From an optimization exercise on the open Yosys and OpenROAD flow, aimed at small area; shortcuts taken in it are not production practice.
In this exercise RTL edits were held to simulation tests only and were not proved equivalent to the original.
The clock port is modelled as an ideal driver; clocking choices that lean on that would not hold on a real chip.

==> flow/clkfix.tcl <==
estimate_parasitics -placement
set fix [dict create]
foreach p [get_pins -hierarchical */CLK] {
  set v [get_property $p slew_max_rise]
  set v2 [get_property $p slew_max_fall]
  if {$v2 > $v} { set v $v2 }
  if {$v > 0.115} {
    foreach d [get_pins -of_objects [get_nets -of_objects $p] -filter "direction==output"] {
      dict set fix [get_full_name [get_cells -of_objects $d]] 1
    }
  }
}
set n 0
foreach name [dict keys $fix] {
  set inst [get_cells $name]
  if {[string match "sky130_fd_sc_hd__clkbuf_*" [get_property $inst ref_name]] &&
      [get_property $inst ref_name] ne "sky130_fd_sc_hd__clkbuf_16"} {
    replace_cell $inst sky130_fd_sc_hd__clkbuf_16
    incr n
  }
}
if {$n > 0} {
  detailed_placement
  estimate_parasitics -placement
}
puts "clkfix.tcl: swapped $n clock buffers for clkbuf_16"
==> config.mk <==
export PLATFORM = sky130hd
export DESIGN_NAME = draw_line
export DESIGN_NICKNAME = draw_line
export VERILOG_FILES = /design/flow/design.v
export SDC_FILE = /design/flow/constraint.sdc
export NUM_CORES = 4
export LEC_CHECK = 0
export CAP_MARGIN = 20
export CORE_MARGIN = 2
export CORE_UTILIZATION = 40
export SLEW_MARGIN = 20
export SYNTH_HIERARCHICAL = 1
export SYNTH_MINIMUM_KEEP_SIZE = 0
==> standard.sh <==
#!/bin/bash
# synth_recipe.tcl (not shown) runs the flow's synth.tcl, then flattens the netlist and writes it again
# the make line also repeats each setting of config.mk as NAME=value (left out here)
make -C /OpenROAD-flow-scripts/flow DESIGN_CONFIG=/design/flow/config.mk WORK_HOME=/design/flow/orfs CLKGATE_MAP_FILE= SYNTH_SCRIPT=/design/flow/synth_recipe.tcl "${@:-finish}"
==> flow/run.sh <==
#!/bin/bash
# The standard layout (the standard.sh: the standard synthesis and ORFS
# from floorplan to finish), with these changes to how the layout is made:
#  - at the start of the floorplan step, flow/downsize.tcl swaps every
#    combinational cell for the smallest cell of the same function; the
#    timing repair of the floorplan and later steps sizes up what is needed;
#  - timing-driven global placement does not keep the buffers and sizes
#    of its virtual repair (GPL_KEEP_OVERFLOW=0);
#  - the port buffers that global placement adds to every input and output
#    are sky130_fd_sc_hd__buf_1 cells instead of the default buffer;
set -euo pipefail
here=$(pwd)
bash standard.sh \
  "PRE_FLOORPLAN_TCL=$here/flow/downsize.tcl" \
  "POST_CTS_TCL=$here/flow/clkfix.tcl" \
  "GPL_KEEP_OVERFLOW=0" \
  "BUFFER_PORTS_ARGS=-buffer_cell sky130_fd_sc_hd__buf_1" \
  "CTS_ARGS=-sink_clustering_enable -repair_clock_nets -dont_use_dummy_load -buf_list sky130_fd_sc_hd__clkbuf_8" \
  finish > flow_make.log 2>&1
==> design.v <==
`timescale 1ns / 1ps
module draw_line(clk, rst_n, wea, x, y, m, b, dir, range, index_rd, line_x, line_y, finish);
input             clk, rst_n;
input             wea;
input      [31:0] x, y, m, b, dir, range;
input      [31:0] index_rd;
output     [31:0] line_x, line_y;
output     reg finish;
reg        [31:0] cnt, cnt_upd;
reg        [31:0] x_reg, m_reg, acc;
reg               mv, dec;
reg        [4:0]  idx;
reg        [1:0]  ph;
genvar gi;
wire [32:0] ltc;
assign ltc[0] = 1'b0;
generate for (gi = 0; gi < 32; gi = gi + 1) begin : g_lt
    assign ltc[gi+1] = (range[gi] & ~cnt[gi]) | (range[gi] & ltc[gi]) | (~cnt[gi] & ltc[gi]);
end endgenerate
wire        lt = ltc[32];
wire [32:0] cch;
assign cch[0] = lt;
generate for (gi = 0; gi < 32; gi = gi + 1) begin : g_cnt
    assign cch[gi+1] = cch[gi] & cnt_upd[gi];
end endgenerate
always @(posedge clk or negedge rst_n) begin
    if (!rst_n) begin
        cnt     <= 32'd0;
        cnt_upd <= 32'd0;
        finish  <= 1'b0;
    end else begin
        cnt     <= cnt_upd ^ cch[31:0];
        cnt_upd <= cnt;
        finish  <= !lt;
    end
end
wire        start  = wea && !rst_n;
always @(posedge clk) begin
    if (start)
        ph <= 2'd0;
    else if (ph != 2'd3)
        ph <= ph + 2'd1;
end
wire        dneg = !wea && ph == 2'd3 && dec;
wire [4:0]  kz   = mv ? idx : 5'd0;
wire [31:0] msel = start ? m : m_reg;
always @(posedge clk) begin
    if (start || ph != 2'd3)
        m_reg <= {msel[23:0], msel[31:24]};
end
wire [2:0]  keep;
assign keep[0] = start || ph == 2'd3;
assign keep[1] = start || ph == 2'd3 || ph == 2'd0;
assign keep[2] = start || ph != 2'd2;
wire [31:0] mop = msel & {8'hFF, {8{keep[2]}}, {8{keep[1]}}, {8{keep[0]}}};
reg  [7:0]  wop;
reg         wm1;
wire [31:0] aop = start ? b : acc;
always @(*) begin
    if (start) begin
        wop = x[7:0];  wm1 = 1'b0;
    end else case (ph)
        2'd0: begin wop = x_reg[15:8];  wm1 = x_reg[7];  end
        2'd1: begin wop = x_reg[23:16]; wm1 = x_reg[15]; end
        2'd2: begin wop = x_reg[31:24]; wm1 = x_reg[23]; end
        default: begin wop = {3'd0, kz}; wm1 = 1'b0; end
    endcase
end
wire [31:0] mac;
wire [3:0] one, two, neg;
wire [31:0] mopn = ~mop;
wire [8:0] wx = {wop, wm1};
assign one[0] = wx[1] ^ wx[0];
assign two[0] = (wx[2] & ~wx[1] & ~wx[0]) | (~wx[2] & wx[1] & wx[0]);
assign neg[0] = wx[2] ^ dneg;
wire [31:0] bp0;
dl_bpp b0_0 (.mn1(mopn[0]), .mn0(1'b1), .onen(~one[0]), .twon(~two[0]), .neg(neg[0]), .p(bp0[0]));
dl_bpp b0_1 (.mn1(mopn[1]), .mn0(mopn[0]), .onen(~one[0]), .twon(~two[0]), .neg(neg[0]), .p(bp0[1]));
dl_bpp b0_2 (.mn1(mopn[2]), .mn0(mopn[1]), .onen(~one[0]), .twon(~two[0]), .neg(neg[0]), .p(bp0[2]));
dl_bpp b0_3 (.mn1(mopn[3]), .mn0(mopn[2]), .onen(~one[0]), .twon(~two[0]), .neg(neg[0]), .p(bp0[3]));
dl_bpp b0_4 (.mn1(mopn[4]), .mn0(mopn[3]), .onen(~one[0]), .twon(~two[0]), .neg(neg[0]), .p(bp0[4]));
dl_bpp b0_5 (.mn1(mopn[5]), .mn0(mopn[4]), .onen(~one[0]), .twon(~two[0]), .neg(neg[0]), .p(bp0[5]));
dl_bpp b0_6 (.mn1(mopn[6]), .mn0(mopn[5]), .onen(~one[0]), .twon(~two[0]), .neg(neg[0]), .p(bp0[6]));
dl_bpp b0_7 (.mn1(mopn[7]), .mn0(mopn[6]), .onen(~one[0]), .twon(~two[0]), .neg(neg[0]), .p(bp0[7]));
dl_bpp b0_8 (.mn1(mopn[8]), .mn0(mopn[7]), .onen(~one[0]), .twon(~two[0]), .neg(neg[0]), .p(bp0[8]));
dl_bpp b0_9 (.mn1(mopn[9]), .mn0(mopn[8]), .onen(~one[0]), .twon(~two[0]), .neg(neg[0]), .p(bp0[9]));
dl_bpp b0_10 (.mn1(mopn[10]), .mn0(mopn[9]), .onen(~one[0]), .twon(~two[0]), .neg(neg[0]), .p(bp0[10]));
dl_bpp b0_11 (.mn1(mopn[11]), .mn0(mopn[10]), .onen(~one[0]), .twon(~two[0]), .neg(neg[0]), .p(bp0[11]));
dl_bpp b0_12 (.mn1(mopn[12]), .mn0(mopn[11]), .onen(~one[0]), .twon(~two[0]), .neg(neg[0]), .p(bp0[12]));
dl_bpp b0_13 (.mn1(mopn[13]), .mn0(mopn[12]), .onen(~one[0]), .twon(~two[0]), .neg(neg[0]), .p(bp0[13]));
dl_bpp b0_14 (.mn1(mopn[14]), .mn0(mopn[13]), .onen(~one[0]), .twon(~two[0]), .neg(neg[0]), .p(bp0[14]));
dl_bpp b0_15 (.mn1(mopn[15]), .mn0(mopn[14]), .onen(~one[0]), .twon(~two[0]), .neg(neg[0]), .p(bp0[15]));
dl_bpp b0_16 (.mn1(mopn[16]), .mn0(mopn[15]), .onen(~one[0]), .twon(~two[0]), .neg(neg[0]), .p(bp0[16]));
dl_bpp b0_17 (.mn1(mopn[17]), .mn0(mopn[16]), .onen(~one[0]), .twon(~two[0]), .neg(neg[0]), .p(bp0[17]));
dl_bpp b0_18 (.mn1(mopn[18]), .mn0(mopn[17]), .onen(~one[0]), .twon(~two[0]), .neg(neg[0]), .p(bp0[18]));
dl_bpp b0_19 (.mn1(mopn[19]), .mn0(mopn[18]), .onen(~one[0]), .twon(~two[0]), .neg(neg[0]), .p(bp0[19]));
dl_bpp b0_20 (.mn1(mopn[20]), .mn0(mopn[19]), .onen(~one[0]), .twon(~two[0]), .neg(neg[0]), .p(bp0[20]));
dl_bpp b0_21 (.mn1(mopn[21]), .mn0(mopn[20]), .onen(~one[0]), .twon(~two[0]), .neg(neg[0]), .p(bp0[21]));
dl_bpp b0_22 (.mn1(mopn[22]), .mn0(mopn[21]), .onen(~one[0]), .twon(~two[0]), .neg(neg[0]), .p(bp0[22]));
dl_bpp b0_23 (.mn1(mopn[23]), .mn0(mopn[22]), .onen(~one[0]), .twon(~two[0]), .neg(neg[0]), .p(bp0[23]));
dl_bpp b0_24 (.mn1(mopn[24]), .mn0(mopn[23]), .onen(~one[0]), .twon(~two[0]), .neg(neg[0]), .p(bp0[24]));
dl_bpp b0_25 (.mn1(mopn[25]), .mn0(mopn[24]), .onen(~one[0]), .twon(~two[0]), .neg(neg[0]), .p(bp0[25]));
dl_bpp b0_26 (.mn1(mopn[26]), .mn0(mopn[25]), .onen(~one[0]), .twon(~two[0]), .neg(neg[0]), .p(bp0[26]));
dl_bpp b0_27 (.mn1(mopn[27]), .mn0(mopn[26]), .onen(~one[0]), .twon(~two[0]), .neg(neg[0]), .p(bp0[27]));
dl_bpp b0_28 (.mn1(mopn[28]), .mn0(mopn[27]), .onen(~one[0]), .twon(~two[0]), .neg(neg[0]), .p(bp0[28]));
dl_bpp b0_29 (.mn1(mopn[29]), .mn0(mopn[28]), .onen(~one[0]), .twon(~two[0]), .neg(neg[0]), .p(bp0[29]));
dl_bpp b0_30 (.mn1(mopn[30]), .mn0(mopn[29]), .onen(~one[0]), .twon(~two[0]), .neg(neg[0]), .p(bp0[30]));
dl_bpp b0_31 (.mn1(mopn[31]), .mn0(mopn[30]), .onen(~one[0]), .twon(~two[0]), .neg(neg[0]), .p(bp0[31]));
assign one[1] = wx[3] ^ wx[2];
assign two[1] = (wx[4] & ~wx[3] & ~wx[2]) | (~wx[4] & wx[3] & wx[2]);
assign neg[1] = wx[4] ^ dneg;
wire [29:0] bp1;
dl_bpp b1_0 (.mn1(mopn[0]), .mn0(1'b1), .onen(~one[1]), .twon(~two[1]), .neg(neg[1]), .p(bp1[0]));
dl_bpp b1_1 (.mn1(mopn[1]), .mn0(mopn[0]), .onen(~one[1]), .twon(~two[1]), .neg(neg[1]), .p(bp1[1]));
dl_bpp b1_2 (.mn1(mopn[2]), .mn0(mopn[1]), .onen(~one[1]), .twon(~two[1]), .neg(neg[1]), .p(bp1[2]));
dl_bpp b1_3 (.mn1(mopn[3]), .mn0(mopn[2]), .onen(~one[1]), .twon(~two[1]), .neg(neg[1]), .p(bp1[3]));
dl_bpp b1_4 (.mn1(mopn[4]), .mn0(mopn[3]), .onen(~one[1]), .twon(~two[1]), .neg(neg[1]), .p(bp1[4]));
dl_bpp b1_5 (.mn1(mopn[5]), .mn0(mopn[4]), .onen(~one[1]), .twon(~two[1]), .neg(neg[1]), .p(bp1[5]));
dl_bpp b1_6 (.mn1(mopn[6]), .mn0(mopn[5]), .onen(~one[1]), .twon(~two[1]), .neg(neg[1]), .p(bp1[6]));
dl_bpp b1_7 (.mn1(mopn[7]), .mn0(mopn[6]), .onen(~one[1]), .twon(~two[1]), .neg(neg[1]), .p(bp1[7]));
dl_bpp b1_8 (.mn1(mopn[8]), .mn0(mopn[7]), .onen(~one[1]), .twon(~two[1]), .neg(neg[1]), .p(bp1[8]));
dl_bpp b1_9 (.mn1(mopn[9]), .mn0(mopn[8]), .onen(~one[1]), .twon(~two[1]), .neg(neg[1]), .p(bp1[9]));
dl_bpp b1_10 (.mn1(mopn[10]), .mn0(mopn[9]), .onen(~one[1]), .twon(~two[1]), .neg(neg[1]), .p(bp1[10]));
dl_bpp b1_11 (.mn1(mopn[11]), .mn0(mopn[10]), .onen(~one[1]), .twon(~two[1]), .neg(neg[1]), .p(bp1[11]));
dl_bpp b1_12 (.mn1(mopn[12]), .mn0(mopn[11]), .onen(~one[1]), .twon(~two[1]), .neg(neg[1]), .p(bp1[12]));
dl_bpp b1_13 (.mn1(mopn[13]), .mn0(mopn[12]), .onen(~one[1]), .twon(~two[1]), .neg(neg[1]), .p(bp1[13]));
dl_bpp b1_14 (.mn1(mopn[14]), .mn0(mopn[13]), .onen(~one[1]), .twon(~two[1]), .neg(neg[1]), .p(bp1[14]));
dl_bpp b1_15 (.mn1(mopn[15]), .mn0(mopn[14]), .onen(~one[1]), .twon(~two[1]), .neg(neg[1]), .p(bp1[15]));
dl_bpp b1_16 (.mn1(mopn[16]), .mn0(mopn[15]), .onen(~one[1]), .twon(~two[1]), .neg(neg[1]), .p(bp1[16]));
dl_bpp b1_17 (.mn1(mopn[17]), .mn0(mopn[16]), .onen(~one[1]), .twon(~two[1]), .neg(neg[1]), .p(bp1[17]));
dl_bpp b1_18 (.mn1(mopn[18]), .mn0(mopn[17]), .onen(~one[1]), .twon(~two[1]), .neg(neg[1]), .p(bp1[18]));
dl_bpp b1_19 (.mn1(mopn[19]), .mn0(mopn[18]), .onen(~one[1]), .twon(~two[1]), .neg(neg[1]), .p(bp1[19]));
dl_bpp b1_20 (.mn1(mopn[20]), .mn0(mopn[19]), .onen(~one[1]), .twon(~two[1]), .neg(neg[1]), .p(bp1[20]));
dl_bpp b1_21 (.mn1(mopn[21]), .mn0(mopn[20]), .onen(~one[1]), .twon(~two[1]), .neg(neg[1]), .p(bp1[21]));
dl_bpp b1_22 (.mn1(mopn[22]), .mn0(mopn[21]), .onen(~one[1]), .twon(~two[1]), .neg(neg[1]), .p(bp1[22]));
dl_bpp b1_23 (.mn1(mopn[23]), .mn0(mopn[22]), .onen(~one[1]), .twon(~two[1]), .neg(neg[1]), .p(bp1[23]));
dl_bpp b1_24 (.mn1(mopn[24]), .mn0(mopn[23]), .onen(~one[1]), .twon(~two[1]), .neg(neg[1]), .p(bp1[24]));
dl_bpp b1_25 (.mn1(mopn[25]), .mn0(mopn[24]), .onen(~one[1]), .twon(~two[1]), .neg(neg[1]), .p(bp1[25]));
dl_bpp b1_26 (.mn1(mopn[26]), .mn0(mopn[25]), .onen(~one[1]), .twon(~two[1]), .neg(neg[1]), .p(bp1[26]));
dl_bpp b1_27 (.mn1(mopn[27]), .mn0(mopn[26]), .onen(~one[1]), .twon(~two[1]), .neg(neg[1]), .p(bp1[27]));
dl_bpp b1_28 (.mn1(mopn[28]), .mn0(mopn[27]), .onen(~one[1]), .twon(~two[1]), .neg(neg[1]), .p(bp1[28]));
dl_bpp b1_29 (.mn1(mopn[29]), .mn0(mopn[28]), .onen(~one[1]), .twon(~two[1]), .neg(neg[1]), .p(bp1[29]));
assign one[2] = wx[5] ^ wx[4];
assign two[2] = (wx[6] & ~wx[5] & ~wx[4]) | (~wx[6] & wx[5] & wx[4]);
assign neg[2] = wx[6] ^ dneg;
wire [27:0] bp2;
dl_bpp b2_0 (.mn1(mopn[0]), .mn0(1'b1), .onen(~one[2]), .twon(~two[2]), .neg(neg[2]), .p(bp2[0]));
dl_bpp b2_1 (.mn1(mopn[1]), .mn0(mopn[0]), .onen(~one[2]), .twon(~two[2]), .neg(neg[2]), .p(bp2[1]));
dl_bpp b2_2 (.mn1(mopn[2]), .mn0(mopn[1]), .onen(~one[2]), .twon(~two[2]), .neg(neg[2]), .p(bp2[2]));
dl_bpp b2_3 (.mn1(mopn[3]), .mn0(mopn[2]), .onen(~one[2]), .twon(~two[2]), .neg(neg[2]), .p(bp2[3]));
dl_bpp b2_4 (.mn1(mopn[4]), .mn0(mopn[3]), .onen(~one[2]), .twon(~two[2]), .neg(neg[2]), .p(bp2[4]));
dl_bpp b2_5 (.mn1(mopn[5]), .mn0(mopn[4]), .onen(~one[2]), .twon(~two[2]), .neg(neg[2]), .p(bp2[5]));
dl_bpp b2_6 (.mn1(mopn[6]), .mn0(mopn[5]), .onen(~one[2]), .twon(~two[2]), .neg(neg[2]), .p(bp2[6]));
dl_bpp b2_7 (.mn1(mopn[7]), .mn0(mopn[6]), .onen(~one[2]), .twon(~two[2]), .neg(neg[2]), .p(bp2[7]));
dl_bpp b2_8 (.mn1(mopn[8]), .mn0(mopn[7]), .onen(~one[2]), .twon(~two[2]), .neg(neg[2]), .p(bp2[8]));
dl_bpp b2_9 (.mn1(mopn[9]), .mn0(mopn[8]), .onen(~one[2]), .twon(~two[2]), .neg(neg[2]), .p(bp2[9]));
dl_bpp b2_10 (.mn1(mopn[10]), .mn0(mopn[9]), .onen(~one[2]), .twon(~two[2]), .neg(neg[2]), .p(bp2[10]));
dl_bpp b2_11 (.mn1(mopn[11]), .mn0(mopn[10]), .onen(~one[2]), .twon(~two[2]), .neg(neg[2]), .p(bp2[11]));
dl_bpp b2_12 (.mn1(mopn[12]), .mn0(mopn[11]), .onen(~one[2]), .twon(~two[2]), .neg(neg[2]), .p(bp2[12]));
dl_bpp b2_13 (.mn1(mopn[13]), .mn0(mopn[12]), .onen(~one[2]), .twon(~two[2]), .neg(neg[2]), .p(bp2[13]));
dl_bpp b2_14 (.mn1(mopn[14]), .mn0(mopn[13]), .onen(~one[2]), .twon(~two[2]), .neg(neg[2]), .p(bp2[14]));
dl_bpp b2_15 (.mn1(mopn[15]), .mn0(mopn[14]), .onen(~one[2]), .twon(~two[2]), .neg(neg[2]), .p(bp2[15]));
dl_bpp b2_16 (.mn1(mopn[16]), .mn0(mopn[15]), .onen(~one[2]), .twon(~two[2]), .neg(neg[2]), .p(bp2[16]));
dl_bpp b2_17 (.mn1(mopn[17]), .mn0(mopn[16]), .onen(~one[2]), .twon(~two[2]), .neg(neg[2]), .p(bp2[17]));
dl_bpp b2_18 (.mn1(mopn[18]), .mn0(mopn[17]), .onen(~one[2]), .twon(~two[2]), .neg(neg[2]), .p(bp2[18]));
dl_bpp b2_19 (.mn1(mopn[19]), .mn0(mopn[18]), .onen(~one[2]), .twon(~two[2]), .neg(neg[2]), .p(bp2[19]));
dl_bpp b2_20 (.mn1(mopn[20]), .mn0(mopn[19]), .onen(~one[2]), .twon(~two[2]), .neg(neg[2]), .p(bp2[20]));
dl_bpp b2_21 (.mn1(mopn[21]), .mn0(mopn[20]), .onen(~one[2]), .twon(~two[2]), .neg(neg[2]), .p(bp2[21]));
dl_bpp b2_22 (.mn1(mopn[22]), .mn0(mopn[21]), .onen(~one[2]), .twon(~two[2]), .neg(neg[2]), .p(bp2[22]));
dl_bpp b2_23 (.mn1(mopn[23]), .mn0(mopn[22]), .onen(~one[2]), .twon(~two[2]), .neg(neg[2]), .p(bp2[23]));
dl_bpp b2_24 (.mn1(mopn[24]), .mn0(mopn[23]), .onen(~one[2]), .twon(~two[2]), .neg(neg[2]), .p(bp2[24]));
dl_bpp b2_25 (.mn1(mopn[25]), .mn0(mopn[24]), .onen(~one[2]), .twon(~two[2]), .neg(neg[2]), .p(bp2[25]));
dl_bpp b2_26 (.mn1(mopn[26]), .mn0(mopn[25]), .onen(~one[2]), .twon(~two[2]), .neg(neg[2]), .p(bp2[26]));
dl_bpp b2_27 (.mn1(mopn[27]), .mn0(mopn[26]), .onen(~one[2]), .twon(~two[2]), .neg(neg[2]), .p(bp2[27]));
assign one[3] = wx[7] ^ wx[6];
assign two[3] = (wx[8] & ~wx[7] & ~wx[6]) | (~wx[8] & wx[7] & wx[6]);
assign neg[3] = wx[8] ^ dneg;
wire [25:0] bp3;
dl_bpp b3_0 (.mn1(mopn[0]), .mn0(1'b1), .onen(~one[3]), .twon(~two[3]), .neg(neg[3]), .p(bp3[0]));
dl_bpp b3_1 (.mn1(mopn[1]), .mn0(mopn[0]), .onen(~one[3]), .twon(~two[3]), .neg(neg[3]), .p(bp3[1]));
dl_bpp b3_2 (.mn1(mopn[2]), .mn0(mopn[1]), .onen(~one[3]), .twon(~two[3]), .neg(neg[3]), .p(bp3[2]));
dl_bpp b3_3 (.mn1(mopn[3]), .mn0(mopn[2]), .onen(~one[3]), .twon(~two[3]), .neg(neg[3]), .p(bp3[3]));
dl_bpp b3_4 (.mn1(mopn[4]), .mn0(mopn[3]), .onen(~one[3]), .twon(~two[3]), .neg(neg[3]), .p(bp3[4]));
dl_bpp b3_5 (.mn1(mopn[5]), .mn0(mopn[4]), .onen(~one[3]), .twon(~two[3]), .neg(neg[3]), .p(bp3[5]));
dl_bpp b3_6 (.mn1(mopn[6]), .mn0(mopn[5]), .onen(~one[3]), .twon(~two[3]), .neg(neg[3]), .p(bp3[6]));
dl_bpp b3_7 (.mn1(mopn[7]), .mn0(mopn[6]), .onen(~one[3]), .twon(~two[3]), .neg(neg[3]), .p(bp3[7]));
dl_bpp b3_8 (.mn1(mopn[8]), .mn0(mopn[7]), .onen(~one[3]), .twon(~two[3]), .neg(neg[3]), .p(bp3[8]));
dl_bpp b3_9 (.mn1(mopn[9]), .mn0(mopn[8]), .onen(~one[3]), .twon(~two[3]), .neg(neg[3]), .p(bp3[9]));
dl_bpp b3_10 (.mn1(mopn[10]), .mn0(mopn[9]), .onen(~one[3]), .twon(~two[3]), .neg(neg[3]), .p(bp3[10]));
dl_bpp b3_11 (.mn1(mopn[11]), .mn0(mopn[10]), .onen(~one[3]), .twon(~two[3]), .neg(neg[3]), .p(bp3[11]));
dl_bpp b3_12 (.mn1(mopn[12]), .mn0(mopn[11]), .onen(~one[3]), .twon(~two[3]), .neg(neg[3]), .p(bp3[12]));
dl_bpp b3_13 (.mn1(mopn[13]), .mn0(mopn[12]), .onen(~one[3]), .twon(~two[3]), .neg(neg[3]), .p(bp3[13]));
dl_bpp b3_14 (.mn1(mopn[14]), .mn0(mopn[13]), .onen(~one[3]), .twon(~two[3]), .neg(neg[3]), .p(bp3[14]));
dl_bpp b3_15 (.mn1(mopn[15]), .mn0(mopn[14]), .onen(~one[3]), .twon(~two[3]), .neg(neg[3]), .p(bp3[15]));
dl_bpp b3_16 (.mn1(mopn[16]), .mn0(mopn[15]), .onen(~one[3]), .twon(~two[3]), .neg(neg[3]), .p(bp3[16]));
dl_bpp b3_17 (.mn1(mopn[17]), .mn0(mopn[16]), .onen(~one[3]), .twon(~two[3]), .neg(neg[3]), .p(bp3[17]));
dl_bpp b3_18 (.mn1(mopn[18]), .mn0(mopn[17]), .onen(~one[3]), .twon(~two[3]), .neg(neg[3]), .p(bp3[18]));
dl_bpp b3_19 (.mn1(mopn[19]), .mn0(mopn[18]), .onen(~one[3]), .twon(~two[3]), .neg(neg[3]), .p(bp3[19]));
dl_bpp b3_20 (.mn1(mopn[20]), .mn0(mopn[19]), .onen(~one[3]), .twon(~two[3]), .neg(neg[3]), .p(bp3[20]));
dl_bpp b3_21 (.mn1(mopn[21]), .mn0(mopn[20]), .onen(~one[3]), .twon(~two[3]), .neg(neg[3]), .p(bp3[21]));
dl_bpp b3_22 (.mn1(mopn[22]), .mn0(mopn[21]), .onen(~one[3]), .twon(~two[3]), .neg(neg[3]), .p(bp3[22]));
dl_bpp b3_23 (.mn1(mopn[23]), .mn0(mopn[22]), .onen(~one[3]), .twon(~two[3]), .neg(neg[3]), .p(bp3[23]));
dl_bpp b3_24 (.mn1(mopn[24]), .mn0(mopn[23]), .onen(~one[3]), .twon(~two[3]), .neg(neg[3]), .p(bp3[24]));
dl_bpp b3_25 (.mn1(mopn[25]), .mn0(mopn[24]), .onen(~one[3]), .twon(~two[3]), .neg(neg[3]), .p(bp3[25]));
wire t1;
wire t2;
dl_fa u2 (.a(aop[2]), .b(bp0[2]), .c(bp1[0]), .s(t1), .co(t2));
wire t3;
wire t4;
dl_fa u4 (.a(aop[3]), .b(bp0[3]), .c(bp1[1]), .s(t3), .co(t4));
wire t5;
wire t6;
dl_fa u6 (.a(aop[4]), .b(bp0[4]), .c(bp1[2]), .s(t5), .co(t6));
wire t7;
wire t8;
dl_fa u8 (.a(bp2[0]), .b(neg[2]), .c(t4), .s(t7), .co(t8));
wire t9;
wire t10;
dl_fa u10 (.a(aop[5]), .b(bp0[5]), .c(bp1[3]), .s(t9), .co(t10));
wire t11;
wire t12;
dl_fa u12 (.a(bp2[1]), .b(t6), .c(t9), .s(t11), .co(t12));
wire t13;
wire t14;
dl_fa u14 (.a(aop[6]), .b(bp0[6]), .c(bp1[4]), .s(t13), .co(t14));
wire t15;
wire t16;
dl_fa u16 (.a(bp2[2]), .b(bp3[0]), .c(neg[3]), .s(t15), .co(t16));
wire t17;
wire t18;
dl_fa u18 (.a(t10), .b(t13), .c(t15), .s(t17), .co(t18));
wire t19;
wire t20;
dl_fa u20 (.a(aop[7]), .b(bp0[7]), .c(bp1[5]), .s(t19), .co(t20));
wire t21;
wire t22;
dl_fa u22 (.a(bp2[3]), .b(bp3[1]), .c(t14), .s(t21), .co(t22));
wire t23;
wire t24;
dl_fa u24 (.a(t16), .b(t19), .c(t18), .s(t23), .co(t24));
wire t25;
wire t26;
dl_fa u26 (.a(aop[8]), .b(bp0[8]), .c(bp1[6]), .s(t25), .co(t26));
wire t27;
wire t28;
dl_fa u28 (.a(bp2[4]), .b(bp3[2]), .c(t20), .s(t27), .co(t28));
wire t29;
wire t30;
dl_fa u30 (.a(t25), .b(t22), .c(t27), .s(t29), .co(t30));
wire t31;
wire t32;
dl_fa u32 (.a(aop[9]), .b(bp0[9]), .c(bp1[7]), .s(t31), .co(t32));
wire t33;
wire t34;
dl_fa u34 (.a(bp2[5]), .b(bp3[3]), .c(t26), .s(t33), .co(t34));
wire t35;
wire t36;
dl_fa u36 (.a(t31), .b(t28), .c(t33), .s(t35), .co(t36));
wire t37;
wire t38;
dl_fa u38 (.a(aop[10]), .b(bp0[10]), .c(bp1[8]), .s(t37), .co(t38));
wire t39;
wire t40;
dl_fa u40 (.a(bp2[6]), .b(bp3[4]), .c(t32), .s(t39), .co(t40));
wire t41;
wire t42;
dl_fa u42 (.a(t37), .b(t34), .c(t39), .s(t41), .co(t42));
wire t43;
wire t44;
dl_fa u44 (.a(aop[11]), .b(bp0[11]), .c(bp1[9]), .s(t43), .co(t44));
wire t45;
wire t46;
dl_fa u46 (.a(bp2[7]), .b(bp3[5]), .c(t38), .s(t45), .co(t46));
wire t47;
wire t48;
dl_fa u48 (.a(t43), .b(t40), .c(t45), .s(t47), .co(t48));
wire t49;
wire t50;
dl_fa u50 (.a(aop[12]), .b(bp0[12]), .c(bp1[10]), .s(t49), .co(t50));
wire t51;
wire t52;
dl_fa u52 (.a(bp2[8]), .b(bp3[6]), .c(t44), .s(t51), .co(t52));
wire t53;
wire t54;
dl_fa u54 (.a(t49), .b(t46), .c(t51), .s(t53), .co(t54));
wire t55;
wire t56;
dl_fa u56 (.a(aop[13]), .b(bp0[13]), .c(bp1[11]), .s(t55), .co(t56));
wire t57;
wire t58;
dl_fa u58 (.a(bp2[9]), .b(bp3[7]), .c(t50), .s(t57), .co(t58));
wire t59;
wire t60;
dl_fa u60 (.a(t55), .b(t52), .c(t57), .s(t59), .co(t60));
wire t61;
wire t62;
dl_fa u62 (.a(aop[14]), .b(bp0[14]), .c(bp1[12]), .s(t61), .co(t62));
wire t63;
wire t64;
dl_fa u64 (.a(bp2[10]), .b(bp3[8]), .c(t56), .s(t63), .co(t64));
wire t65;
wire t66;
dl_fa u66 (.a(t61), .b(t58), .c(t63), .s(t65), .co(t66));
wire t67;
wire t68;
dl_fa u68 (.a(aop[15]), .b(bp0[15]), .c(bp1[13]), .s(t67), .co(t68));
wire t69;
wire t70;
dl_fa u70 (.a(bp2[11]), .b(bp3[9]), .c(t62), .s(t69), .co(t70));
wire t71;
wire t72;
dl_fa u72 (.a(t67), .b(t64), .c(t69), .s(t71), .co(t72));
wire t73;
wire t74;
dl_fa u74 (.a(aop[16]), .b(bp0[16]), .c(bp1[14]), .s(t73), .co(t74));
wire t75;
wire t76;
dl_fa u76 (.a(bp2[12]), .b(bp3[10]), .c(t68), .s(t75), .co(t76));
wire t77;
wire t78;
dl_fa u78 (.a(t73), .b(t70), .c(t75), .s(t77), .co(t78));
wire t79;
wire t80;
dl_fa u80 (.a(aop[17]), .b(bp0[17]), .c(bp1[15]), .s(t79), .co(t80));
wire t81;
wire t82;
dl_fa u82 (.a(bp2[13]), .b(bp3[11]), .c(t74), .s(t81), .co(t82));
wire t83;
wire t84;
dl_fa u84 (.a(t79), .b(t76), .c(t81), .s(t83), .co(t84));
wire t85;
wire t86;
dl_fa u86 (.a(aop[18]), .b(bp0[18]), .c(bp1[16]), .s(t85), .co(t86));
wire t87;
wire t88;
dl_fa u88 (.a(bp2[14]), .b(bp3[12]), .c(t80), .s(t87), .co(t88));
wire t89;
wire t90;
dl_fa u90 (.a(t85), .b(t82), .c(t87), .s(t89), .co(t90));
wire t91;
wire t92;
dl_fa u92 (.a(aop[19]), .b(bp0[19]), .c(bp1[17]), .s(t91), .co(t92));
wire t93;
wire t94;
dl_fa u94 (.a(bp2[15]), .b(bp3[13]), .c(t86), .s(t93), .co(t94));
wire t95;
wire t96;
dl_fa u96 (.a(t91), .b(t88), .c(t93), .s(t95), .co(t96));
wire t97;
wire t98;
dl_fa u98 (.a(aop[20]), .b(bp0[20]), .c(bp1[18]), .s(t97), .co(t98));
wire t99;
wire t100;
dl_fa u100 (.a(bp2[16]), .b(bp3[14]), .c(t92), .s(t99), .co(t100));
wire t101;
wire t102;
dl_fa u102 (.a(t97), .b(t94), .c(t99), .s(t101), .co(t102));
wire t103;
wire t104;
dl_fa u104 (.a(aop[21]), .b(bp0[21]), .c(bp1[19]), .s(t103), .co(t104));
wire t105;
wire t106;
dl_fa u106 (.a(bp2[17]), .b(bp3[15]), .c(t103), .s(t105), .co(t106));
wire t107;
wire t108;
dl_fa u108 (.a(t98), .b(t100), .c(t105), .s(t107), .co(t108));
wire t109;
wire t110;
dl_fa u110 (.a(aop[22]), .b(bp0[22]), .c(bp1[20]), .s(t109), .co(t110));
wire t111;
wire t112;
dl_fa u112 (.a(bp2[18]), .b(bp3[16]), .c(t104), .s(t111), .co(t112));
wire t113;
wire t114;
dl_fa u114 (.a(t109), .b(t106), .c(t111), .s(t113), .co(t114));
wire t115;
wire t116;
dl_fa u116 (.a(aop[23]), .b(bp0[23]), .c(bp1[21]), .s(t115), .co(t116));
wire t117;
wire t118;
dl_fa u118 (.a(bp2[19]), .b(bp3[17]), .c(t110), .s(t117), .co(t118));
wire t119;
wire t120;
dl_fa u120 (.a(t115), .b(t112), .c(t117), .s(t119), .co(t120));
wire t121;
wire t122;
dl_fa u122 (.a(aop[24]), .b(bp0[24]), .c(bp1[22]), .s(t121), .co(t122));
wire t123;
wire t124;
dl_fa u124 (.a(bp2[20]), .b(bp3[18]), .c(t116), .s(t123), .co(t124));
wire t125;
wire t126;
dl_fa u126 (.a(t121), .b(t118), .c(t123), .s(t125), .co(t126));
wire t127;
wire t128;
dl_fa u128 (.a(aop[25]), .b(bp0[25]), .c(bp1[23]), .s(t127), .co(t128));
wire t129;
wire t130;
dl_fa u130 (.a(bp2[21]), .b(bp3[19]), .c(t122), .s(t129), .co(t130));
wire t131;
wire t132;
dl_fa u132 (.a(t127), .b(t124), .c(t129), .s(t131), .co(t132));
wire t133;
wire t134;
dl_fa u134 (.a(aop[26]), .b(bp0[26]), .c(bp1[24]), .s(t133), .co(t134));
wire t135;
wire t136;
dl_fa u136 (.a(bp2[22]), .b(bp3[20]), .c(t128), .s(t135), .co(t136));
wire t137;
wire t138;
dl_fa u138 (.a(t133), .b(t130), .c(t135), .s(t137), .co(t138));
wire t139;
wire t140;
dl_fa u140 (.a(aop[27]), .b(bp0[27]), .c(bp1[25]), .s(t139), .co(t140));
wire t141;
wire t142;
dl_fa u142 (.a(bp2[23]), .b(bp3[21]), .c(t134), .s(t141), .co(t142));
wire t143;
wire t144;
dl_fa u144 (.a(t139), .b(t136), .c(t141), .s(t143), .co(t144));
wire t145;
wire t146;
dl_fa u146 (.a(aop[28]), .b(bp0[28]), .c(bp1[26]), .s(t145), .co(t146));
wire t147;
wire t148;
dl_fa u148 (.a(bp2[24]), .b(bp3[22]), .c(t140), .s(t147), .co(t148));
wire t149;
wire t150;
dl_fa u150 (.a(t145), .b(t142), .c(t147), .s(t149), .co(t150));
wire t151;
wire t152;
dl_fa u152 (.a(aop[29]), .b(bp0[29]), .c(bp1[27]), .s(t151), .co(t152));
wire t153;
wire t154;
dl_fa u154 (.a(bp2[25]), .b(bp3[23]), .c(t146), .s(t153), .co(t154));
wire t155;
wire t156;
dl_fa u156 (.a(t151), .b(t148), .c(t153), .s(t155), .co(t156));
wire t157;
wire t158;
dl_fa u158 (.a(aop[30]), .b(bp0[30]), .c(bp1[28]), .s(t157), .co(t158));
wire t159;
wire t160;
dl_fa u160 (.a(bp2[26]), .b(bp3[24]), .c(t152), .s(t159), .co(t160));
wire t161;
wire t162;
dl_fa u162 (.a(t157), .b(t154), .c(t159), .s(t161), .co(t162));
wire t163;
dl_fa u163 (.a(aop[31]), .b(bp0[31]), .c(bp1[29]), .s(t163), .co());
wire t164;
dl_fa u164 (.a(bp2[27]), .b(bp3[25]), .c(t158), .s(t164), .co());
wire t165;
dl_fa u165 (.a(t163), .b(t160), .c(t164), .s(t165), .co());
wire t166;
wire t167;
dl_fa u167 (.a(aop[0]), .b(bp0[0]), .c(neg[0]), .s(t166), .co(t167));
wire t168;
wire t169;
dl_fa u169 (.a(aop[1]), .b(bp0[1]), .c(t167), .s(t168), .co(t169));
wire t170;
wire t171;
dl_fa u171 (.a(neg[1]), .b(t1), .c(t169), .s(t170), .co(t171));
wire t172;
wire t173;
dl_fa u173 (.a(t2), .b(t3), .c(t171), .s(t172), .co(t173));
wire t174;
wire t175;
dl_fa u175 (.a(t5), .b(t7), .c(t173), .s(t174), .co(t175));
wire t176;
wire t177;
dl_fa u177 (.a(t11), .b(t8), .c(t175), .s(t176), .co(t177));
wire t178;
wire t179;
dl_fa u179 (.a(t12), .b(t17), .c(t177), .s(t178), .co(t179));
wire t180;
wire t181;
dl_fa u181 (.a(t21), .b(t23), .c(t179), .s(t180), .co(t181));
wire t182;
wire t183;
dl_ha u183 (.a(t24), .b(t29), .s(t182), .co(t183));
wire t184;
wire t185;
dl_fa u185 (.a(t30), .b(t35), .c(t183), .s(t184), .co(t185));
wire t186;
wire t187;
dl_fa u187 (.a(t36), .b(t41), .c(t185), .s(t186), .co(t187));
wire t188;
wire t189;
dl_fa u189 (.a(t42), .b(t47), .c(t187), .s(t188), .co(t189));
wire t190;
wire t191;
dl_fa u191 (.a(t48), .b(t53), .c(t189), .s(t190), .co(t191));
wire t192;
wire t193;
dl_fa u193 (.a(t54), .b(t59), .c(t191), .s(t192), .co(t193));
wire t194;
wire t195;
dl_fa u195 (.a(t60), .b(t65), .c(t193), .s(t194), .co(t195));
wire t196;
wire t197;
dl_fa u197 (.a(t66), .b(t71), .c(t195), .s(t196), .co(t197));
wire t198;
assign t198 = t182 ^ t181;
wire t199;
assign t199 = t184 ^ (t181 & t182);
wire t200;
assign t200 = t182 & t184;
wire t201;
assign t201 = t186 ^ (t181 & t200);
wire t202;
assign t202 = t200 & t186;
wire t203;
assign t203 = t188 ^ (t181 & t202);
wire t204;
assign t204 = t202 & t188;
wire t205;
assign t205 = t190 ^ (t181 & t204);
wire t206;
assign t206 = t204 & t190;
wire t207;
assign t207 = t192 ^ (t181 & t206);
wire t208;
assign t208 = t206 & t192;
wire t209;
assign t209 = t194 ^ (t181 & t208);
wire t210;
assign t210 = t208 & t194;
wire t211;
assign t211 = t196 ^ (t181 & t210);
wire t212;
assign t212 = t210 & t196;
wire t213;
assign t213 = t197 | (t181 & t212);
wire t214;
wire t215;
dl_ha u215 (.a(t72), .b(t77), .s(t214), .co(t215));
wire t216;
wire t217;
dl_fa u217 (.a(t78), .b(t83), .c(t215), .s(t216), .co(t217));
wire t218;
wire t219;
dl_fa u219 (.a(t84), .b(t89), .c(t217), .s(t218), .co(t219));
wire t220;
wire t221;
dl_fa u221 (.a(t90), .b(t95), .c(t219), .s(t220), .co(t221));
wire t222;
wire t223;
dl_fa u223 (.a(t101), .b(t96), .c(t221), .s(t222), .co(t223));
wire t224;
wire t225;
dl_fa u225 (.a(t102), .b(t107), .c(t223), .s(t224), .co(t225));
wire t226;
wire t227;
dl_fa u227 (.a(t108), .b(t113), .c(t225), .s(t226), .co(t227));
wire t228;
wire t229;
dl_fa u229 (.a(t114), .b(t119), .c(t227), .s(t228), .co(t229));
wire t230;
assign t230 = t214 ^ t213;
wire t231;
assign t231 = t216 ^ (t213 & t214);
wire t232;
assign t232 = t214 & t216;
wire t233;
assign t233 = t218 ^ (t213 & t232);
wire t234;
assign t234 = t232 & t218;
wire t235;
assign t235 = t220 ^ (t213 & t234);
wire t236;
assign t236 = t234 & t220;
wire t237;
assign t237 = t222 ^ (t213 & t236);
wire t238;
assign t238 = t236 & t222;
wire t239;
assign t239 = t224 ^ (t213 & t238);
wire t240;
assign t240 = t238 & t224;
wire t241;
assign t241 = t226 ^ (t213 & t240);
wire t242;
assign t242 = t240 & t226;
wire t243;
assign t243 = t228 ^ (t213 & t242);
wire t244;
assign t244 = t242 & t228;
wire t245;
assign t245 = t229 | (t213 & t244);
wire t246;
wire t247;
dl_ha u247 (.a(t120), .b(t125), .s(t246), .co(t247));
wire t248;
wire t249;
dl_fa u249 (.a(t126), .b(t131), .c(t247), .s(t248), .co(t249));
wire t250;
wire t251;
dl_fa u251 (.a(t132), .b(t137), .c(t249), .s(t250), .co(t251));
wire t252;
wire t253;
dl_fa u253 (.a(t138), .b(t143), .c(t251), .s(t252), .co(t253));
wire t254;
wire t255;
dl_fa u255 (.a(t144), .b(t149), .c(t253), .s(t254), .co(t255));
wire t256;
wire t257;
dl_fa u257 (.a(t150), .b(t155), .c(t255), .s(t256), .co(t257));
wire t258;
wire t259;
dl_fa u259 (.a(t156), .b(t161), .c(t257), .s(t258), .co(t259));
wire t260;
dl_fa u260 (.a(t162), .b(t165), .c(t259), .s(t260), .co());
wire t261;
assign t261 = t246 ^ t245;
wire t262;
assign t262 = t248 ^ (t245 & t246);
wire t263;
assign t263 = t246 & t248;
wire t264;
assign t264 = t250 ^ (t245 & t263);
wire t265;
assign t265 = t263 & t250;
wire t266;
assign t266 = t252 ^ (t245 & t265);
wire t267;
assign t267 = t265 & t252;
wire t268;
assign t268 = t254 ^ (t245 & t267);
wire t269;
assign t269 = t267 & t254;
wire t270;
assign t270 = t256 ^ (t245 & t269);
wire t271;
assign t271 = t269 & t256;
wire t272;
assign t272 = t258 ^ (t245 & t271);
wire t273;
assign t273 = t271 & t258;
wire t274;
assign t274 = t260 ^ (t245 & t273);
assign mac = {t274, t272, t270, t268, t266, t264, t262, t261, t243, t241, t239, t237, t235, t233, t231, t230, t211, t209, t207, t205, t203, t201, t199, t198, t180, t178, t176, t174, t172, t170, t168, t166};
always @(posedge clk) begin
    if (start) begin
        x_reg <= x;
        dec   <= (dir == 32'd0);
        mv    <= (dir == 32'd0) || (dir == 32'd1);
    end
    if (start || ph != 2'd3)
        acc <= mac;
    idx <= index_rd[4:0];
end
wire [32:0] lxc;
assign lxc[0] = dec;
generate for (gi = 0; gi < 5; gi = gi + 1) begin : g_lxl
    dl_fa u (.a(x_reg[gi]), .b(kz[gi] ^ dec), .c(lxc[gi]), .s(line_x[gi]), .co(lxc[gi+1]));
end endgenerate
wire        lxu = lxc[5] ^ dec;
wire [27:0] lxh;
assign lxh[0] = lxu;
generate for (gi = 0; gi < 27; gi = gi + 1) begin : g_lxh
    dl_ud u (.x(x_reg[5+gi]), .dec(dec), .c(lxh[gi]), .y(line_x[5+gi]), .co(lxh[gi+1]));
end endgenerate
assign line_y = mac;
endmodule
module dl_fa(a, b, c, s, co);
input  a, b, c;
output s, co;
assign s  = a ^ b ^ c;
assign co = (a & b) | (a & c) | (b & c);
endmodule
module dl_ha(a, b, s, co);
input  a, b;
output s, co;
assign s  = a ^ b;
assign co = a & b;
endmodule
module dl_ud(x, dec, c, y, co);
input  x, dec, c;
output y, co;
assign y  = x ^ c;
assign co = c & (x ^ dec);
endmodule
module dl_bpp(mn1, mn0, onen, twon, neg, p);
input  mn1, mn0, onen, twon, neg;
output p;
assign p = ~((mn1 | onen) & (mn0 | twon)) ^ neg;
endmodule
==> constraint.sdc <==
create_clock -name core_clock -period 14.0 [get_ports {clk}]
set_input_delay 2.8000 -clock core_clock [delete_from_list [all_inputs] [get_ports {clk}]]
set_output_delay 2.8000 -clock core_clock [all_outputs]
set_load 0.01 [all_outputs]
==> flow/downsize.tcl <==
# Sized-down start for the resizer: every combinational cell of the
# synthesized netlist is swapped for the smallest cell of the same function
# (same name but for the drive-strength suffix). Registers, tie cells and
# buffers are left as they are. The floorplan's and later stages' timing
# repair then size up what the timing needs.
set db [ord::get_db]
set n 0
set saved 0.0
foreach inst [[ord::get_db_block] getInsts] {
  set mname [[$inst getMaster] getName]
  if {![regexp {^(sky130_fd_sc_hd__([a-z0-9]+))_([0-9]+)$} $mname -> base func drive]} { continue }
  if {[regexp {^(df|edf|sdf|sed|dl|conb|buf|clkbuf|clkdly|dlygate|tap|fill|decap|diode)} $func]} { continue }
  set cur [$inst getMaster]
  set best $cur
  set best_area [expr {[$cur getWidth] * [$cur getHeight]}]
  foreach d {0 1 2 4 6 8 12 16} {
    set cand [$db findMaster "${base}_$d"]
    if {$cand == "NULL" || $cand == ""} { continue }
    set a [expr {[$cand getWidth] * [$cand getHeight]}]
    if {$a < $best_area} { set best $cand; set best_area $a }
  }
  if {$best != $cur} {
    set saved [expr {$saved + [$cur getWidth] * [$cur getHeight] - $best_area}]
    $inst swapMaster $best
    incr n
  }
}
puts "downsize.tcl: swapped $n cells to their smallest size, [expr {$saved / 1e6}] um2 less"
==> run notes, run 1 <==
* Area of the core at 31300 um^2
* CTS tree: built
* Leading cell type in the layout, fill and taps excluded: buf_1
* Commonest cells after routing, fill and taps aside: buf_1 (228), nand2_1 (207), xor2_1 (179)
* Critical path type: primary input to primary output
* Drt via density at 5.34
* Syn_area_per_cell at 11.1 um^2
* Final slew viol count at 0
* Rows at 65
* Total Wirelength at 34.0 mm
* WHS at 0.388 ns
* DR iter-0 viols at 657
* First-pass GRT wire length at 53.9 mm
* DRC at 0
* Initial Utilization at 0.403
* Clock net sink count at 170
* Fraction of layout cells with a size suffix above 1 at 0.0601
* DR pass1 iterations at 5
* Slew HR at 0.377
* Hold Fails Final Rpt at 0
* Synth Cell Area at 12600 um^2
* GRT overflow at 0
* Final worst path period share at 0.974
* Syn-to-layout area delta at 17.0%
* Clock transition at path regs at 0.08 ns
* Vias in the first global route at 9775
* Endpoints failing setup at 0
* # placed instances at 1735
* Placed wire-length estimate at 25.0 mm
* Initial antenna violation count at 1
* Max-cap viol count at 0
* Gr usage total at 0.213
* Number of port buffers at 232
* DR vias at 9443
* Syn Inst Count at 1138
* Tmin final at 13.64 ns
* Kind of end point of the critical path: primary output
* Hold Path Class: flop to flop
* Worst slew pin tran at 0.908 ns
* Final cell count without fillers at 1767
* RSZ-0062 raised after global routing: no
* IO Count at 292
* Core Util, Final at 0.471
* Total of warnings raised by yosys at 7
* Die area at 33000 um^2
* Worst-path maximum fanout at 38
* Startpoint type of the worst setup path: primary input
* GPL Wtd Cong at 0.820
* Setup WS pre-CTS at -2.02 ns
* DIE HEIGHT at 182 um
* F_max at 73.3 MHz
* DR WL/cell at 19.2 um
* Arrival time at the worst endpoint at 10.84 ns
* Pin count of the biggest net entering global routing at 39
* Skew-Pair Late Insertion Delay at 0.49 ns
* Final ANT Viol Nets at 0
* Outcome: timing/DRC/antenna clean
* Skew final at 0.0281 ns
* Setup ws final at 0.362 ns
* Width of the die at 182 um
* Crit path required time at 11.20 ns
* Setup TNS at 0 ns
* Final #Nets at 1752
-- metal layers --
metal  part of all wire  wire length (um)  global-route usage
met3              0.058              1990              0.0383
met1               0.43             14600               0.284
met2               0.48             16400               0.346
met4              0.032              1090              0.0894
met5                  0                 0                   0
-- through the flow --
stage	cell area [um^2]
after floorplan	12600
after global placement	13700
after detailed placement	14200
after global routing	14700
final	14700
-- path summary, 6_finish.rpt --
path                         start           to  slack, ns  cells past startpoint
setup / recovery             rst_n   line_y[31]       0.36                     28
hold / removal             cnt[29]  cnt_upd[29]       0.39                      0
setup reg to reg             ph[0]      acc[31]       5.22                     25
hold reg to reg            cnt[29]  cnt_upd[29]       0.39                      0
max in group asynchronous    rst_n   cnt_upd[6]      11.42                      2
min in group asynchronous    rst_n   cnt_upd[3]       2.12                      1
-- layout make-up --
| class | count | area, um^2 |
|---|---|---|
| inverter | 40 | 158 |
| multi-input combinational | 876 | 7700 |
| sequential | 170 | 4710 |
| antenna | 1 | 2.50 |
| timing repair buffer | 261 | 1440 |
| clock buffer | 17 | 234 |
| tap | 402 | 503 |
| fill | 2924 | 16600 |
-- worst max-delay path, stage by stage --
cell	delay (ns)
buf_16	0.16
nand2b_4	0.19
buf_12	0.19
inv_8	0.12
buf_16	0.21
or3_4	0.45
xnor2_4	0.32
buf_6	0.23
o22ai_1	0.12
xor2_1	0.18
fa_1	0.42
fa_1	0.50
fa_1	0.41
ha_1	0.20
fa_1	0.38
fa_1	0.40
fa_1	0.39
fa_1	0.39
fa_1	0.39
fa_1	0.40
fa_1	0.54
nand3_1	0.10
o41ai_2	0.33
buf_4	0.18
and3_4	0.23
nand4_1	0.14
xnor2_1	0.22
buf_4	0.17
==> run 2: changes to the inputs <==
--- a/design.v
+++ b/design.v
@@ -10,7 +10,7 @@
 reg        [31:0] x_reg, m_reg, acc;
 reg               mv, dec;
 reg        [4:0]  idx;
-reg        [1:0]  ph;
+reg        [2:0]  ph;
 genvar gi;
 wire [32:0] ltc;
 assign ltc[0] = 1'b0;
@@ -37,33 +37,34 @@
 wire        start  = wea && !rst_n;
 always @(posedge clk) begin
     if (start)
-        ph <= 2'd0;
-    else if (ph != 2'd3)
-        ph <= ph + 2'd1;
+        ph <= 3'd0;
+    else if (!ph[2])
+        ph <= ph + 3'd1;
 end
-wire        dneg = !wea && ph == 2'd3 && dec;
+wire        rd   = ph[2];
+wire [1:0]  st   = ph[1:0];
+wire        dneg = rd && dec;
 wire [4:0]  kz   = mv ? idx : 5'd0;
-wire [31:0] msel = start ? m : m_reg;
 always @(posedge clk) begin
-    if (start || ph != 2'd3)
-        m_reg <= {msel[23:0], msel[31:24]};
+    if (start || !rd)
+        m_reg <= start ? m : {m_reg[23:0], m_reg[31:24]};
 end
 wire [2:0]  keep;
-assign keep[0] = start || ph == 2'd3;
-assign keep[1] = start || ph == 2'd3 || ph == 2'd0;
-assign keep[2] = start || ph != 2'd2;
-wire [31:0] mop = msel & {8'hFF, {8{keep[2]}}, {8{keep[1]}}, {8{keep[0]}}};
+assign keep[0] = rd || st == 2'd0;
+assign keep[1] = rd || st <= 2'd1;
+assign keep[2] = rd || st <= 2'd2;
+wire [31:0] mop = m_reg & {8'hFF, {8{keep[2]}}, {8{keep[1]}}, {8{keep[0]}}};
+wire [31:0] aop = acc;
 reg  [7:0]  wop;
 reg         wm1;
-wire [31:0] aop = start ? b : acc;
 always @(*) begin
-    if (start) begin
-        wop = x[7:0];  wm1 = 1'b0;
-    end else case (ph)
-        2'd0: begin wop = x_reg[15:8];  wm1 = x_reg[7];  end
-        2'd1: begin wop = x_reg[23:16]; wm1 = x_reg[15]; end
-        2'd2: begin wop = x_reg[31:24]; wm1 = x_reg[23]; end
-        default: begin wop = {3'd0, kz}; wm1 = 1'b0; end
+    if (rd) begin
+        wop = {3'd0, kz};      wm1 = 1'b0;
+    end else case (st)
+        2'd0: begin wop = x_reg[7:0];   wm1 = 1'b0;      end
+        2'd1: begin wop = x_reg[15:8];  wm1 = x_reg[7];  end
+        2'd2: begin wop = x_reg[23:16]; wm1 = x_reg[15]; end
+        default: begin wop = x_reg[31:24]; wm1 = x_reg[23]; end
     endcase
 end
 wire [31:0] mac;
@@ -645,11 +646,11 @@
         dec   <= (dir == 32'd0);
         mv    <= (dir == 32'd0) || (dir == 32'd1);
     end
-    if (start || ph != 2'd3)
-        acc <= mac;
+    if (start || !rd)
+        acc <= start ? b : mac;
     idx <= index_rd[4:0];
 end
-wire [32:0] lxc;
+wire [5:0]  lxc;
 assign lxc[0] = dec;
 generate for (gi = 0; gi < 5; gi = gi + 1) begin : g_lxl
     dl_fa u (.a(x_reg[gi]), .b(kz[gi] ^ dec), .c(lxc[gi]), .s(line_x[gi]), .co(lxc[gi+1]));
==> flow/run.sh (replaced) <==
#!/bin/bash
# The standard layout (the standard.sh: the standard synthesis and ORFS
# from floorplan to finish), with these changes to how the layout is made:
#  - at the start of the floorplan step, flow/downsize.tcl swaps every
#    combinational cell for the smallest cell of the same function; the
#    timing repair of the floorplan and later steps sizes up what is needed;
#  - the port buffers that global placement adds to every input and output
#    are sky130_fd_sc_hd__buf_1 cells instead of the default buffer;
set -euo pipefail
here=$(pwd)
bash standard.sh \
  "PRE_FLOORPLAN_TCL=$here/flow/downsize.tcl" \
  "POST_CTS_TCL=$here/flow/clkfix.tcl" \
  "BUFFER_PORTS_ARGS=-buffer_cell sky130_fd_sc_hd__buf_1" \
  "CTS_ARGS=-sink_clustering_enable -repair_clock_nets -dont_use_dummy_load -buf_list sky130_fd_sc_hd__clkbuf_8" \
  finish > flow_make.log 2>&1
==> run 2 against run 1 <==
Against the previous run: routed wire length decreased by 6.1%; core utilization shrank 2.0 points; clock skew rose by 0.0047 ns; synthesized cell count is essentially flat; cell area shrank 4.0%; sequential cell count is 1 higher; clock-buffer cell count unchanged; critical path depth down 2; hold slack worse by 0.010 ns; critical endpoint is now line_y[25].
==> run notes, run 2 <==
* Outcome: timing/DRC/antenna clean (unchanged)
* Critical path type: flop to primary output (was primary input to primary output)
* Final slew viol count at 0 (unchanged)
* Kind of end point of the critical path: primary output (unchanged)
* Leading cell type in the layout, fill and taps excluded: buf_1 (unchanged)
* Final ANT Viol Nets at 0 (unchanged)
* Total Wirelength at 31.9 mm (was 34.0 mm)
* Setup TNS at 0 ns (unchanged)
* Worst slew pin tran at 1.06 ns (was 0.908 ns)
* First-pass GRT wire length at 50.8 mm (was 53.9 mm)
* Hold Path Class: flop to flop (unchanged)
* Placed wire-length estimate at 24.1 mm (was 25.0 mm)
* Gr usage total at 0.198 (was 0.213)
* Slew HR at 0.293 (was 0.377)
* Worst-path maximum fanout at 25 (was 38)
* Number of port buffers at 232 (unchanged)
* GRT overflow at 0 (unchanged)
* Hold Fails Final Rpt at 0 (unchanged)
* Width of the die at 182 um (about the same)
* Die area at 33100 um^2 (was 33000 um^2)
* Drt via density at 5.22 (was 5.34)
* GPL Wtd Cong at 0.824 (was 0.820)
* DR pass1 iterations at 5 (unchanged)
* IO Count at 292 (unchanged)
* DIE HEIGHT at 182 um (about the same)
* DR iter-0 viols at 563 (was 657)
* Final cell count without fillers at 1757 (was 1767)
* Max-cap viol count at 0 (unchanged)
* Final worst path period share at 0.922 (was 0.974)
* Initial antenna violation count at 4 (was 1)
* Arrival time at the worst endpoint at 10.10 ns (was 10.84 ns)
* Fraction of layout cells with a size suffix above 1 at 0.0451 (was 0.0601)
* Skew-Pair Late Insertion Delay at 0.49 ns (about the same)
* Clock net sink count at 171 (was 170)
* Rows at 65 (unchanged)
* Placement Cell Area at 13900 um^2 (was 14200 um^2)
* F_max at 77.5 MHz (was 73.3 MHz)
* Fillers at 3039 (was 2924)
* DR WL/cell at 18.2 um (was 19.2 um)
* Pin count of the biggest net entering global routing at 66 (was 39)
* Crit path required time at 11.20 ns (about the same)
* Vias in the first global route at 9538 (was 9775)
* Startpoint type of the worst setup path: flop (was primary input)
* Setup ws final at 1.10 ns (was 0.362 ns)
* Setup WS pre-CTS at 1.61 ns (was -2.02 ns)
* Endpoints failing setup at 0 (unchanged)
* RSZ-0062 raised after global routing: no (unchanged)
* Syn Inst Count at 1139 (was 1138)
* Area of the core at 31400 um^2 (was 31300 um^2)
* # placed instances at 1736 (was 1735)
* Total of warnings raised by yosys at 7 (unchanged)
* CTS tree: built (unchanged)
* Fin area at 14200 um^2 (was 14700 um^2)
* Initial Utilization at 0.403 (about the same)
* DRC at 0 (unchanged)
* Synth Cell Area at 12700 um^2 (was 12600 um^2)
* Skew final at 0.0328 ns (was 0.0281 ns)
* Clock transition at path regs at 0.08 ns (about the same)
* Syn-to-layout area delta at 11.9% (was 17.0%)
* DR vias at 9169 (was 9443)
* Commonest cells after routing, fill and taps aside: buf_1 (231), xor2_1 (184), nand2_1 (163) (was buf_1 (228), nand2_1 (207), xor2_1 (179))
* Syn_area_per_cell at 11.1 um^2 (about the same)
* Tmin final at 12.90 ns (was 13.64 ns)
* Final #Nets at 1741 (was 1752)
run 2: routing by layer:
| layer | vias to the layer above | wire length (um) | track usage |
|---|---|---|---|
| met1 | 4462 | 13900 | 0.259 |
| met2 | 325 | 15400 | 0.329 |
| met4 | 2 | 405 | 0.0555 |
| li1 | 4350 | - | - |
| met5 | - | 16 | 0 |
| met3 | 30 | 2230 | 0.0497 |
run 2: cell type report:
cell class | instances | area (um^2) | share of cell area
Multi-Input combinational cell | 874 | 7520 | 0.531
Inverter | 41 | 155 | 0.0110
Clock buffer | 17 | 245 | 0.0173
Antenna cell | 3 | 7.51 | 0.000530
Tap cell | 402 | 503 | 0.0355
Sequential cell | 171 | 4730 | 0.334
Timing Repair Buffer | 249 | 1000 | 0.0708
run 2: through the flow:
step | util | hold slack, ns
after floorplan | - | 0.346
after detailed placement | 0.443 | 0.360
after global placement | 0.443 | 0.367
after global routing | 0.451 | 0.404
final | 0.451 | 0.377
run 2: worst paths after layout:
| kind | cells after the start | start | end | slack (ns) |
|---|---|---|---|---|
| worst max register to register | 26 | ph[2] | acc[26] | 4.08 |
| min in group asynchronous | 2 | rst_n | cnt[25] | 2.53 |
| worst max-delay path | 26 | ph[2] | line_y[25] | 1.10 |
| worst min register to register | 0 | cnt[31] | cnt_upd[31] | 0.38 |
| max in group asynchronous | 2 | rst_n | cnt[17] | 10.96 |
| worst min-delay path | 0 | cnt[31] | cnt_upd[31] | 0.38 |
run 2: worst max-delay path, cell delays in order, from the launching register on:
cell and delay (ns):
dfxtp_1 0.87, nor2_1 0.21, nand2_1 0.11, a221oi_1 0.05
a221oi_1 0.85, nor3_1 0.17, nor2_2 0.83, o22ai_1 0.25
xor2_1 0.22, fa_1 0.51, fa_1 0.43, fa_1 0.40
ha_1 0.22, fa_1 0.39, fa_1 0.40, fa_1 0.40
fa_1 0.40, fa_1 0.39, fa_1 0.39, fa_1 0.48
a31oi_1 0.41, inv_2 0.13, a31oi_1 0.41, inv_1 0.10
ha_1 0.20, xor2_1 0.21, buf_1 0.18
==> run 3: changes to the inputs <==
--- a/design.v
+++ b/design.v
@@ -45,9 +45,20 @@
 wire [1:0]  st   = ph[1:0];
 wire        dneg = rd && dec;
 wire [4:0]  kz   = mv ? idx : 5'd0;
+wire        s_ld   = start;
+wire        s_step = !start && !rd;
+wire        s_hold = !start && rd;
+wire [31:0] m_nx, acc_nx;
+wire [31:0] mac;
+generate for (gi = 0; gi < 32; gi = gi + 1) begin : g_mx
+    dl_mux3 um (.h(m_reg[gi]), .l(m[gi]), .r(m_reg[(gi + 24) % 32]),
+                .sh(s_hold), .sl(s_ld), .sr(s_step), .y(m_nx[gi]));
+    dl_mux3 ua (.h(acc[gi]), .l(b[gi]), .r(mac[gi]),
+                .sh(s_hold), .sl(s_ld), .sr(s_step), .y(acc_nx[gi]));
+end endgenerate
 always @(posedge clk) begin
-    if (start || !rd)
-        m_reg <= start ? m : {m_reg[23:0], m_reg[31:24]};
+    m_reg <= m_nx;
+    acc   <= acc_nx;
 end
 wire [2:0]  keep;
 assign keep[0] = rd || st == 2'd0;
@@ -67,7 +78,6 @@
         default: begin wop = x_reg[31:24]; wm1 = x_reg[23]; end
     endcase
 end
-wire [31:0] mac;
 wire [3:0] one, two, neg;
 wire [31:0] mopn = ~mop;
 wire [8:0] wx = {wop, wm1};
@@ -646,8 +656,6 @@
         dec   <= (dir == 32'd0);
         mv    <= (dir == 32'd0) || (dir == 32'd1);
     end
-    if (start || !rd)
-        acc <= start ? b : mac;
     idx <= index_rd[4:0];
 end
 wire [5:0]  lxc;
@@ -663,6 +671,11 @@
 end endgenerate
 assign line_y = mac;
 endmodule
+module dl_mux3(h, l, r, sh, sl, sr, y);
+input  h, l, r, sh, sl, sr;
+output y;
+assign y = (h & sh) | (l & sl) | (r & sr);
+endmodule
 module dl_fa(a, b, c, s, co);
 input  a, b, c;
 output s, co;
==> run 3 against run 2 <==
Against the previous run: highest routed layer unchanged; die area down 4.0%; non-clock buffer count up 2; cell area down 3.2%; sequential share of layout area down 3.6 points; synthesized cell count down 4.2%.
==> run notes, run 3 <==
* Outcome: timing/DRC/antenna clean (unchanged)
* Setup ws final at 1.68 ns (was 1.10 ns)
* Fraction of layout cells with a size suffix above 1 at 0.0402 (was 0.0451)
* Storage element area at 4090 um^2 (was 4730 um^2)
* Gr usage total at 0.208 (was 0.198)
* Slew HR at 0.332 (was 0.293)
* Skew-Pair Late Insertion Delay at 0.50 ns (was 0.49 ns)
* DR pass1 iterations at 11 (was 5)
* Max-cap viol count at 0 (unchanged)
* Crit path required time at 11.20 ns (about the same)
* Rows at 63 (was 65)
* Final slew viol count at 0 (unchanged)
* Slowest CP cell: fa_1 (was dfxtp_1)
* Hold Path Class: flop to flop (unchanged)
* Initial Utilization at 0.408 (was 0.403)
* Vias in the first global route at 9443 (was 9538)
* Worst reg2reg path depth at 28 (was 26)
* Total Wirelength at 31.8 mm (was 31.9 mm)
* Slowest cell delay on critical path at 0.53 ns (was 0.87 ns)
* Commonest cells after routing, fill and taps aside: buf_1 (231), xor2_1 (181), o22ai_1 (123) (was buf_1 (231), xor2_1 (184), nand2_1 (163))
* Area of the core at 29800 um^2 (was 31400 um^2)
* First-pass GRT wire length at 50.7 mm (was 50.8 mm)
* Final worst path period share at 0.880 (was 0.922)
* Total of warnings raised by yosys at 7 (unchanged)
* Worst slew pin tran at 1.00 ns (was 1.06 ns)
* Placed wire-length estimate at 24.1 mm (about the same)
* Worst reg2reg endpoint: acc[31] (was acc[26])
* Critical path type: flop to primary output (unchanged)
* Pin count of the biggest net entering global routing at 67 (was 66)
* Syn Inst Count at 1091 (was 1139)
* Setup WS pre-CTS at 2.19 ns (was 1.61 ns)
* Width of the die at 178 um (was 182 um)
* Multi-input gate area at 7490 um^2 (was 7520 um^2)
* Setup TNS at 0 ns (unchanged)
* DRC at 0 (unchanged)
* Startpoint type of the worst setup path: flop (unchanged)
* Syn-to-layout area delta at 12.9% (was 11.9%)
* Clock transition at path regs at 0.11 ns (was 0.08 ns)
* Arrival time at the worst endpoint at 9.52 ns (was 10.10 ns)
* Final ANT Viol Nets at 0 (unchanged)
* Cell depth of the worst setup path at 27 (was 26)
* Die area at 31800 um^2 (was 33100 um^2)
* Drt via density at 5.48 (was 5.22)
* Initial antenna violation count at 7 (was 4)
* Leading cell type in the layout, fill and taps excluded: buf_1 (unchanged)
* Final #Nets at 1707 (was 1741)
* Synth Cell Area at 12200 um^2 (was 12700 um^2)
* Number of port buffers at 232 (unchanged)
* IO Count at 292 (unchanged)
* Endpoints failing setup at 0 (unchanged)
* Kind of end point of the critical path: primary output (unchanged)
* DR iter-0 viols at 841 (was 563)
* WHS Path Cells at 0 (unchanged)
* Tmin final at 12.32 ns (was 12.90 ns)
* Clock net sink count at 171 (unchanged)
* DIE HEIGHT at 178 um (was 182 um)
* Hold Fails Final Rpt at 0 (unchanged)
* DR WL/cell at 18.6 um (was 18.2 um)
* Worst R2R Start: ph[0] (was ph[2])
* Fillers at 2827 (was 3039)
* R2R setup slack at 4.78 ns (was 4.08 ns)
* Worst-path maximum fanout at 25 (unchanged)
* Crit-path leading delay family: adder cells (unchanged)
* GPL Wtd Cong at 0.818 (was 0.824)
## run 3: worst max-delay path by stage
stage                 end  start
2_1_floorplan  line_y[31]  ph[1]
3_3_place_gp   line_y[31]  ph[0]
3_5_place_dp   line_y[31]  ph[0]
5_1_grt        line_y[31]  ph[1]
6_report       line_y[31]  ph[0]
## run 3: final cells by class
type,count,area share
flip-flops and latches,171,0.298
well taps,390,0.0356
inverters,102,0.0279
multi-input cells,777,0.546
clock buffers,17,0.0171
diodes,6,0.00109
repair buffers,251,0.0740
## run 3: per-stage QoR
stage          utilization  instances  hold slack (ns)  area [um^2]
2_1_floorplan            -       1094            0.354        12200
3_3_place_gp         0.452       1691            0.359        13500
3_5_place_dp         0.452       1691            0.363        13500
5_1_grt              0.460       1710            0.373        13700
6_report             0.460       1714            0.363        13700
## run 3: worst register-to-register path: cells and delay by family, from the launching register on
family          cells  cell delay [ns]
flops               1             0.43
xor+xnor            3             0.79
fa+ha+maj          12             4.82
simple gates        3             0.59
buf+inv             3             0.53
compound gates      7             1.95
## run 3: layer usage
metal,part of all wire,GRT usage
met5,0.00041,0
met4,0.013,0.0535
met3,0.096,0.0618
met2,0.47,0.334
met1,0.42,0.276

afterwards: timing with drivers on the ports:
Ports are ideal in the flow. The routed layouts listed here were re-timed in OpenROAD. Step 1, drivers: a clkbuf_16 drives clk and a buf_2 each remaining input, both assumed. Step 2 also shifts input and output timing later by t, the mid clock arrival at the registers, as if the neighbouring blocks saw the same clock. Slacks: no drivers / after step 1 / after step 2; pairs: no drivers / after step 1.
run	shift t [ns]	slack for setup (ns)	worst setup path at the end	slew at the worst register clock pin (ns)	cell pins on the clock port's net
run 1	0.522	0.362 / 0.231 / 0.231	input to output	0.10 / 0.10	1
run 2	0.524	1.095 / 1.047 / 1.572	register to output	0.10 / 0.10	1
run 3	0.527	1.685 / 1.642 / 2.169	register to output	0.11 / 0.11	1
After both steps setup and hold are still met in every run listed. The setup slack of run 1, which loses most, moves by -0.131 ns with the drivers and by -0.131 ns with both steps.
